Source: an optimization exercise on an open RTL-to-GDS flow (aim: small area). Production flows keep margins and buffers that such runs may drop. Where RTL was checked, it was by simulation tests only, not by an equivalence proof against the original. The clock input has no modelled driver; a real chip could not lean on it and would need a root buffer or a full tree. Power and IR drop assume default switching activity.

old:
==> flow/design.v <==
module Morse_IP
#(
    parameter DOT_TIME = 25_000,
    parameter WAIT_TIME = 50_000
) (
    input clk,
    input reset_n,
    input write,
    input read,
    input [1:0] address,
    input [31:0] writedata,
    output [7:0] readdata,        
    input [7:0] inital,
    input MODE,
    output reg [7:0] ascii_out,
    output reg dot_t,
    output reg wait_t
);
    reg [4:0] morse_code;
    reg [2:0] length;
    reg [1:0] signal;
    reg [6:0] rdata;              
    assign readdata = {1'b0, rdata};
    wire wr0 = write && address == 2'd0;
    wire clear = !signal[1] || (wr0 && !writedata[1]);
    always @(posedge clk or negedge reset_n) begin
        if (!reset_n) begin
            rdata <= 7'b0;
            signal <= 2'b0;
        end else begin
            if (read) begin
                case (address)
                    2'd0: rdata <= {6'b0, MODE};
                    2'd1: rdata <= {2'b0, morse_code};
                    2'd2: rdata <= {4'b0, length};
                    default: rdata <= ascii_out[6:0];
                endcase
            end
            if (wr0)
                signal <= writedata[1:0];
        end
    end
    reg [14:0] dot_cnt;
    wire dot_cnt_end = (dot_cnt & 15'd32631) == 15'd5232;
    wire [14:0] dot_cnt_next = {dot_cnt[13:0], ~(dot_cnt[14] ^ dot_cnt[6])} ^ ({15{dot_cnt_end}} & 15'd16);
    always @(posedge clk or negedge reset_n) begin
        if (!reset_n) begin
            dot_cnt <= 15'd10464;
            dot_t <= 1'b0;
        end else begin
            dot_cnt <= dot_cnt_next;
            dot_t <= dot_t ^ dot_cnt_end;
        end
    end
    reg [15:0] wait_cnt;
    wire wait_cnt_end = (wait_cnt & 16'd65533) == 16'd19353;
    wire [15:0] wait_cnt_next = {wait_cnt[14:0], ~(wait_cnt[15] ^ wait_cnt[8])} ^ ({16{wait_cnt_end}} & 16'd512);
    always @(posedge clk or negedge reset_n) begin
        if (!reset_n) begin
            wait_cnt <= 16'd38194;
            wait_t <= 1'b0;
        end else begin
            wait_cnt <= wait_cnt_next;
            wait_t <= wait_t ^ wait_cnt_end;
        end
    end
    localparam IDLE = 2'b00, DET_S = 2'b01, DET_L = 2'b11, RECORD = 2'b10;
    reg [1:0] state;
    reg [15:0] timer;
    localparam [15:0] T_DOT = DOT_TIME - 1, T_DONE = WAIT_TIME + 1;
    wire t_dot  = &(timer | ~T_DOT);      
    wire t_done = &(timer | ~T_DONE);   
    wire detect = state[0];
    wire t_clr = clear || (MODE && state == IDLE);
    wire t_inc = !clear && MODE && !t_done && (state == RECORD || (detect && !signal[0]));
    always @(posedge clk or negedge reset_n) begin
        if (!reset_n)
            timer <= 16'd0;
        else if (t_clr)
            timer <= 16'd0;
        else if (t_inc)
            timer <= timer + 1'b1;
    end
    always @(posedge clk or negedge reset_n) begin
        if (!reset_n) begin
            state <= IDLE;
            morse_code <= 5'b0;
            length <= 3'b0;
        end else if (clear) begin
            state <= IDLE;
            morse_code <= 5'b0;
            length <= 3'b0;
        end else if (!MODE) begin
            morse_code <= inital[4:0];
            length <= inital[7:5];
        end else begin
            case (state)
                IDLE:
                    if (!signal[0]) begin
                        length <= length + 1'b1;
                        state <= DET_S;
                    end
                DET_S:
                    if (signal[0]) begin
                        morse_code <= {morse_code[3:0], 1'b0};   
                        state <= RECORD;
                    end else if (t_dot)
                        state <= DET_L;
                DET_L:
                    if (signal[0]) begin
                        morse_code <= {morse_code[3:0], 1'b1};   
                        state <= RECORD;
                    end
                default:   
                    if (t_done)
                        state <= IDLE;
            endcase
        end
    end
	always @(*) begin
		case (length)
			3'd1: begin
				case (morse_code[0])
					1'b0: ascii_out = 8'h45;     
					1'b1: ascii_out = 8'h54;     
				endcase
			end
			3'd2: begin
				case (morse_code[1:0])
					2'b00: ascii_out = 8'h49;    
					2'b01: ascii_out = 8'h41;    
					2'b10: ascii_out = 8'h4E;    
					2'b11: ascii_out = 8'h4D;    
				endcase
			end
			3'd3: begin
				case (morse_code[2:0])
					3'b000: ascii_out = 8'h53;   
					3'b001: ascii_out = 8'h55;   
					3'b010: ascii_out = 8'h52;   
					3'b011: ascii_out = 8'h57;   
					3'b100: ascii_out = 8'h44;   
					3'b101: ascii_out = 8'h4B;   
					3'b110: ascii_out = 8'h47;   
					3'b111: ascii_out = 8'h4F;   
				endcase
			end
			3'd4: begin
				case (morse_code[3:0])
					4'b0000: ascii_out = 8'h48;   
					4'b0001: ascii_out = 8'h56;   
					4'b0010: ascii_out = 8'h46;   
				   4'b0011: ascii_out = 8'h32;   
					4'b0100: ascii_out = 8'h4C;   
					4'b0101: ascii_out = 8'h5E;   
					4'b0110: ascii_out = 8'h50;   
					4'b0111: ascii_out = 8'h4A;   
					4'b1000: ascii_out = 8'h42;   
					4'b1001: ascii_out = 8'h58;   
					4'b1010: ascii_out = 8'h43;   
					4'b1011: ascii_out = 8'h59;   
					4'b1100: ascii_out = 8'h5A;   
					4'b1101: ascii_out = 8'h51;   
					4'b1110: ascii_out = 8'h2B;   
					4'b1111: ascii_out = 8'h2D;   
				endcase
			end
			3'd5: begin
			case (morse_code[4:0])
					5'b00000: ascii_out = 8'h35;   
					5'b00001: ascii_out = 8'h34;   
					5'b00010: ascii_out = 8'h2A;   
					5'b00011: ascii_out = 8'h33;   
					5'b01010: ascii_out = 8'h2E;   
					5'b01011: ascii_out = 8'h22;   
					5'b01110: ascii_out = 8'h3F;   
					5'b01111: ascii_out = 8'h31;   
					5'b10000: ascii_out = 8'h36;   
					5'b10001: ascii_out = 8'h7E;   
					5'b11000: ascii_out = 8'h37;   
					5'b11001: ascii_out = 8'h27;   
					5'b11100: ascii_out = 8'h38;   
					5'b11101: ascii_out = 8'h2F;   
					5'b11110: ascii_out = 8'h39;   
					5'b11111: ascii_out = 8'h3A;   
					default: ascii_out = 8'h5F;    
				endcase
			end
			default: ascii_out = 8'h5F; 
		endcase
	end
endmodule
Settings: LEC_CHECK=0, CAP_MARGIN=20, CORE_MARGIN=2, CORE_UTILIZATION=40, SLEW_MARGIN=20; clock period 10.0 ns.
run.sh (not shown) runs the stock make flow with config.mk's settings and CLKGATE_MAP_FILE= SYNTH_SCRIPT=/design/flow/synth_recipe.tcl, a recipe that flattens the netlist after the stock synthesis.
Per the final summary, old finished and its layout is clean on timing, DRC and antenna.
Input-level comparison between new and old:
-- flow/design.v --
<<< old, line 68
    reg [1:0] state;
    reg [15:0] timer;
    localparam [15:0] T_DOT = DOT_TIME - 1, T_DONE = WAIT_TIME + 1;
    wire t_dot  = &(timer | ~T_DOT);      
    wire t_done = &(timer | ~T_DONE);   
    wire detect = state[0];
    wire t_clr = clear || (MODE && state == IDLE);
    wire t_inc = !clear && MODE && !t_done && (state == RECORD || (detect && !signal[0]));
    always @(posedge clk or negedge reset_n) begin
        if (!reset_n)
            timer <= 16'd0;
        else if (t_clr)
            timer <= 16'd0;
        else if (t_inc)
            timer <= timer + 1'b1;
    end
    always @(posedge clk or negedge reset_n) begin
>>> new, line 68
    reg [1:0] state;
    reg [15:0] timer;
    localparam [15:0] T_DOT = 16'd48679, T_DONE = 16'd4641;
    wire t_dot  = (timer & 16'd65526) == (T_DOT & 16'd65526);
    wire t_done = (timer & 16'd65535) == (T_DONE & 16'd65535);
    wire detect = state[0];
    wire t_clr = clear || (MODE && state == IDLE);
    wire t_inc = !clear && MODE && !t_done && (state == RECORD || (detect && !signal[0]));
    always @(posedge clk) begin
        if (t_clr)
            timer <= 16'd0;
        else if (t_inc)
            timer <= {timer[14:0], ~(timer[15] ^ timer[2])};
    end
    always @(posedge clk or negedge reset_n) begin
[summary]
- Taking old as the reference point, the internal power summed over all cells of new rises by 3.8%.
- Comparing share of cell area taken by muxes after synthesis for new and old, the smaller number came from old.
- Per the comparison of new with old, count of distinct cell types in the synthesized netlist increased 4, number of nets at the end of the flow decreased 46, sequential power decreased about 1%.
Function not checked in old: the RTL went through the layout flow alone.

========
Morse_IP with an RTL version that a note above also has.
Size: about 68 flip-flops, about 3300 sq um of cells after synthesis.
==> module Morse_IP, before the edit <==
module Morse_IP
#(
    parameter DOT_TIME = 25_000,
    parameter WAIT_TIME = 50_000
) (
    input clk,
    input reset_n,
    input write,
    input read,
    input [1:0] address,
    input [31:0] writedata,
    output [7:0] readdata,        
    input [7:0] inital,
    input MODE,
    output reg [7:0] ascii_out,
    output reg dot_t,
    output reg wait_t
);
    reg [4:0] morse_code;
    reg [2:0] length;
    reg [1:0] signal;
    reg [6:0] rdata;              
    assign readdata = {1'b0, rdata};
    wire wr0 = write && address == 2'd0;
    wire clear = !signal[1] || (wr0 && !writedata[1]);
    always @(posedge clk or negedge reset_n) begin
        if (!reset_n) begin
            rdata <= 7'b0;
            signal <= 2'b0;
        end else begin
            if (read) begin
                case (address)
                    2'd0: rdata <= {6'b0, MODE};
                    2'd1: rdata <= {2'b0, morse_code};
                    2'd2: rdata <= {4'b0, length};
                    default: rdata <= ascii_out[6:0];
                endcase
            end
            if (wr0)
                signal <= writedata[1:0];
        end
    end
    reg [14:0] dot_cnt;
    wire dot_cnt_end = (dot_cnt & 15'd32631) == 15'd5232;
    wire [14:0] dot_cnt_next = {dot_cnt[13:0], ~(dot_cnt[14] ^ dot_cnt[6])} ^ ({15{dot_cnt_end}} & 15'd16);
    always @(posedge clk or negedge reset_n) begin
        if (!reset_n) begin
            dot_cnt <= 15'd10464;
            dot_t <= 1'b0;
        end else begin
            dot_cnt <= dot_cnt_next;
            dot_t <= dot_t ^ dot_cnt_end;
        end
    end
    reg [15:0] wait_cnt;
    wire wait_cnt_end = (wait_cnt & 16'd65533) == 16'd19353;
    wire [15:0] wait_cnt_next = {wait_cnt[14:0], ~(wait_cnt[15] ^ wait_cnt[8])} ^ ({16{wait_cnt_end}} & 16'd512);
    always @(posedge clk or negedge reset_n) begin
        if (!reset_n) begin
            wait_cnt <= 16'd38194;
            wait_t <= 1'b0;
        end else begin
            wait_cnt <= wait_cnt_next;
            wait_t <= wait_t ^ wait_cnt_end;
        end
    end
    localparam IDLE = 2'b00, DET_S = 2'b01, DET_L = 2'b11, RECORD = 2'b10;
    reg [1:0] state;
    reg [15:0] timer;
    localparam [15:0] T_DOT = 16'd48679, T_DONE = 16'd4641;
    wire t_dot  = (timer & 16'd65526) == (T_DOT & 16'd65526);
    wire t_done = (timer & 16'd65535) == (T_DONE & 16'd65535);
    wire detect = state[0];
    wire t_clr = clear || (MODE && state == IDLE);
    wire t_inc = !clear && MODE && !t_done && (state == RECORD || (detect && !signal[0]));
    always @(posedge clk) begin
        if (t_clr)
            timer <= 16'd0;
        else if (t_inc)
            timer <= {timer[14:0], ~(timer[15] ^ timer[2])};
    end
    always @(posedge clk or negedge reset_n) begin
        if (!reset_n) begin
            state <= IDLE;
            morse_code <= 5'b0;
            length <= 3'b0;
        end else if (clear) begin
            state <= IDLE;
            morse_code <= 5'b0;
            length <= 3'b0;
        end else if (!MODE) begin
            morse_code <= inital[4:0];
            length <= inital[7:5];
        end else begin
            case (state)
                IDLE:
                    if (!signal[0]) begin
                        length <= length + 1'b1;
                        state <= DET_S;
                    end
                DET_S:
                    if (signal[0]) begin
                        morse_code <= {morse_code[3:0], 1'b0};   
                        state <= RECORD;
                    end else if (t_dot)
                        state <= DET_L;
                DET_L:
                    if (signal[0]) begin
                        morse_code <= {morse_code[3:0], 1'b1};   
                        state <= RECORD;
                    end
                default:   
                    if (t_done)
                        state <= IDLE;
            endcase
        end
    end
	always @(*) begin
		case (length)
			3'd1: begin
				case (morse_code[0])
					1'b0: ascii_out = 8'h45;     
					1'b1: ascii_out = 8'h54;     
				endcase
			end
			3'd2: begin
				case (morse_code[1:0])
					2'b00: ascii_out = 8'h49;    
					2'b01: ascii_out = 8'h41;    
					2'b10: ascii_out = 8'h4E;    
					2'b11: ascii_out = 8'h4D;    
				endcase
			end
			3'd3: begin
				case (morse_code[2:0])
					3'b000: ascii_out = 8'h53;   
					3'b001: ascii_out = 8'h55;   
					3'b010: ascii_out = 8'h52;   
					3'b011: ascii_out = 8'h57;   
					3'b100: ascii_out = 8'h44;   
					3'b101: ascii_out = 8'h4B;   
					3'b110: ascii_out = 8'h47;   
					3'b111: ascii_out = 8'h4F;   
				endcase
			end
			3'd4: begin
				case (morse_code[3:0])
					4'b0000: ascii_out = 8'h48;   
					4'b0001: ascii_out = 8'h56;   
					4'b0010: ascii_out = 8'h46;   
				   4'b0011: ascii_out = 8'h32;   
					4'b0100: ascii_out = 8'h4C;   
					4'b0101: ascii_out = 8'h5E;   
					4'b0110: ascii_out = 8'h50;   
					4'b0111: ascii_out = 8'h4A;   
					4'b1000: ascii_out = 8'h42;   
					4'b1001: ascii_out = 8'h58;   
					4'b1010: ascii_out = 8'h43;   
					4'b1011: ascii_out = 8'h59;   
					4'b1100: ascii_out = 8'h5A;   
					4'b1101: ascii_out = 8'h51;   
					4'b1110: ascii_out = 8'h2B;   
					4'b1111: ascii_out = 8'h2D;   
				endcase
			end
			3'd5: begin
			case (morse_code[4:0])
					5'b00000: ascii_out = 8'h35;   
					5'b00001: ascii_out = 8'h34;   
					5'b00010: ascii_out = 8'h2A;   
					5'b00011: ascii_out = 8'h33;   
					5'b01010: ascii_out = 8'h2E;   
					5'b01011: ascii_out = 8'h22;   
					5'b01110: ascii_out = 8'h3F;   
					5'b01111: ascii_out = 8'h31;   
					5'b10000: ascii_out = 8'h36;   
					5'b10001: ascii_out = 8'h7E;   
					5'b11000: ascii_out = 8'h37;   
					5'b11001: ascii_out = 8'h27;   
					5'b11100: ascii_out = 8'h38;   
					5'b11101: ascii_out = 8'h2F;   
					5'b11110: ascii_out = 8'h39;   
					5'b11111: ascii_out = 8'h3A;   
					default: ascii_out = 8'h5F;    
				endcase
			end
			default: ascii_out = 8'h5F; 
		endcase
	end
endmodule
==> flow/config.mk <==
export PLATFORM = sky130hd
export DESIGN_NAME = Morse_IP
export DESIGN_NICKNAME = Morse_IP
export VERILOG_FILES = /design/flow/design.v
export SDC_FILE = /design/flow/constraint.sdc
export NUM_CORES = 4
export LEC_CHECK = 0
export CAP_MARGIN = 20
export CORE_MARGIN = 2
export CORE_UTILIZATION = 40
export SLEW_MARGIN = 20
==> flow/constraint.sdc <==
create_clock -name core_clock -period 10.0 [get_ports {clk}]
set_input_delay 2.0000 -clock core_clock [delete_from_list [all_inputs] [get_ports {clk}]]
set_output_delay 2.0000 -clock core_clock [all_outputs]
set_load 0.01 [all_outputs]
standard.sh (not shown) runs the stock make flow with config.mk's settings and CLKGATE_MAP_FILE= SYNTH_SCRIPT=/design/flow/synth_recipe.tcl, a recipe that flattens the netlist after the stock synthesis.
==> flow/flow/run.sh <==
#!/bin/bash
# The standard layout (standard.sh), with two changes:
#  - the port buffers are sky130_fd_sc_hd__buf_1 instead of the resizer's default;
#  - clock_tree_synthesis is replaced (through the PRE_CTS_TCL hook) by a small
#    two-level tree built in flow/manual_cts.tcl: a root buffer driven by the clock
#    port feeds one buffer per group of nearby flip-flops;
#  - synthesis leaves adders to abc (ADDER_MAP_FILE empty): Yosys's extract_fa
#    otherwise turns two-input AND/XOR pairs of the decode logic into half-adder cells.
set -euo pipefail
export BUFFER_PORTS_ARGS="-buffer_cell sky130_fd_sc_hd__buf_1"
export PRE_CTS_TCL="$PWD/flow/manual_cts.tcl"
export MANUAL_CTS_GROUPS=3
export MANUAL_CTS_LEAF=sky130_fd_sc_hd__clkbuf_16
export MANUAL_CTS_ROOT=sky130_fd_sc_hd__clkbuf_4
bash standard.sh ADDER_MAP_FILE= finish > standard.log 2>&1
Other scripts of this flow, unchanged in this note and not shown: flow/flow/manual_cts.tcl
Then changed:
--- a/flow/design.v
+++ b/flow/design.v
@@ -27,5 +27,5 @@
         if (!reset_n) begin
             rdata <= 7'b0;
-            signal <= 2'b0;
+            signal[1] <= 1'b0;
         end else begin
             if (read) begin
@@ -38,7 +38,10 @@
             end
             if (wr0)
-                signal <= writedata[1:0];
-        end
-    end
+                signal[1] <= writedata[1];
+        end
+    end
+    always @(posedge clk)
+        if (wr0)
+            signal[0] <= writedata[0];
     reg [14:0] dot_cnt;
     wire dot_cnt_end = (dot_cnt & 15'd32631) == 15'd5232;
@@ -82,9 +85,7 @@
     always @(posedge clk or negedge reset_n) begin
         if (!reset_n) begin
-            state <= IDLE;
             morse_code <= 5'b0;
             length <= 3'b0;
         end else if (clear) begin
-            state <= IDLE;
             morse_code <= 5'b0;
             length <= 3'b0;
@@ -95,19 +96,32 @@
             case (state)
                 IDLE:
-                    if (!signal[0]) begin
+                    if (!signal[0])
                         length <= length + 1'b1;
+                DET_S:
+                    if (signal[0])
+                        morse_code <= {morse_code[3:0], 1'b0};   
+                DET_L:
+                    if (signal[0])
+                        morse_code <= {morse_code[3:0], 1'b1};   
+                default: ;
+            endcase
+        end
+    end
+    always @(posedge clk) begin
+        if (clear)
+            state <= IDLE;
+        else if (MODE) begin
+            case (state)
+                IDLE:
+                    if (!signal[0])
                         state <= DET_S;
-                    end
                 DET_S:
-                    if (signal[0]) begin
-                        morse_code <= {morse_code[3:0], 1'b0};   
+                    if (signal[0])
                         state <= RECORD;
-                    end else if (t_dot)
+                    else if (t_dot)
                         state <= DET_L;
                 DET_L:
-                    if (signal[0]) begin
-                        morse_code <= {morse_code[3:0], 1'b1};   
+                    if (signal[0])
                         state <= RECORD;
-                    end
                 default:   
                     if (t_done)
Design area came out lower by 3.0%.
Register-to-register slack improves by 60 ps.
Synthesized cell count came out lower by 2.8%.
Worst hold slack improves by 17 ps.
Setup slack improves by 44 ps.
Cell count came out lower by 1.8%.
Die area came out lower by 3.0%.
Power came out lower by 6.0%.
Combinational power came out lower by 16%.
Wire length came out lower by 5.2%.
First-iteration DRC count came out higher to 2.6 times its value.
Clock power hardly moves.
Sequential power came out lower by about 4%.
Core utilization came out higher by 0.69 points.
No run of this note takes its clock network from TritonCTS; it comes from the design's own scripts or RTL.

==> re-timing with driven ports <==
No port has a modelled driver above. Below, the same layouts with a new extraction and two added sets of constraints. Step 1 sets driving cells, clkbuf_16 on the clock port and buf_2 on the other inputs (assumed; they add their load-dependent delay and slew). Step 2 also shifts input and output timing later by t, the mid clock arrival at the registers, as if the neighbouring blocks saw the same clock. Three values: ideal, step 1, step 2; two values: the first two.
| run | t, ns | setup WS [ns] | worst setup path after step 2 | slew at the worst register clock pin (ns) |
|---|---|---|---|---|
| old | 0.365 | 4.934 / 4.903 / 5.236 | input to register | 0.08 / 0.08 |
| new | 0.366 | 5.004 / 4.975 / 5.341 | register to output | 0.08 / 0.08 |
| the first run of note 2 | 0.397 | 5.511 / 5.485 / 5.882 | register to output | 0.11 / 0.11 |
| the second run of note 2 | 0.382 | 5.556 / 5.528 / 5.828 | input to register | 0.10 / 0.10 |
After both steps setup and hold are still met in every run listed.
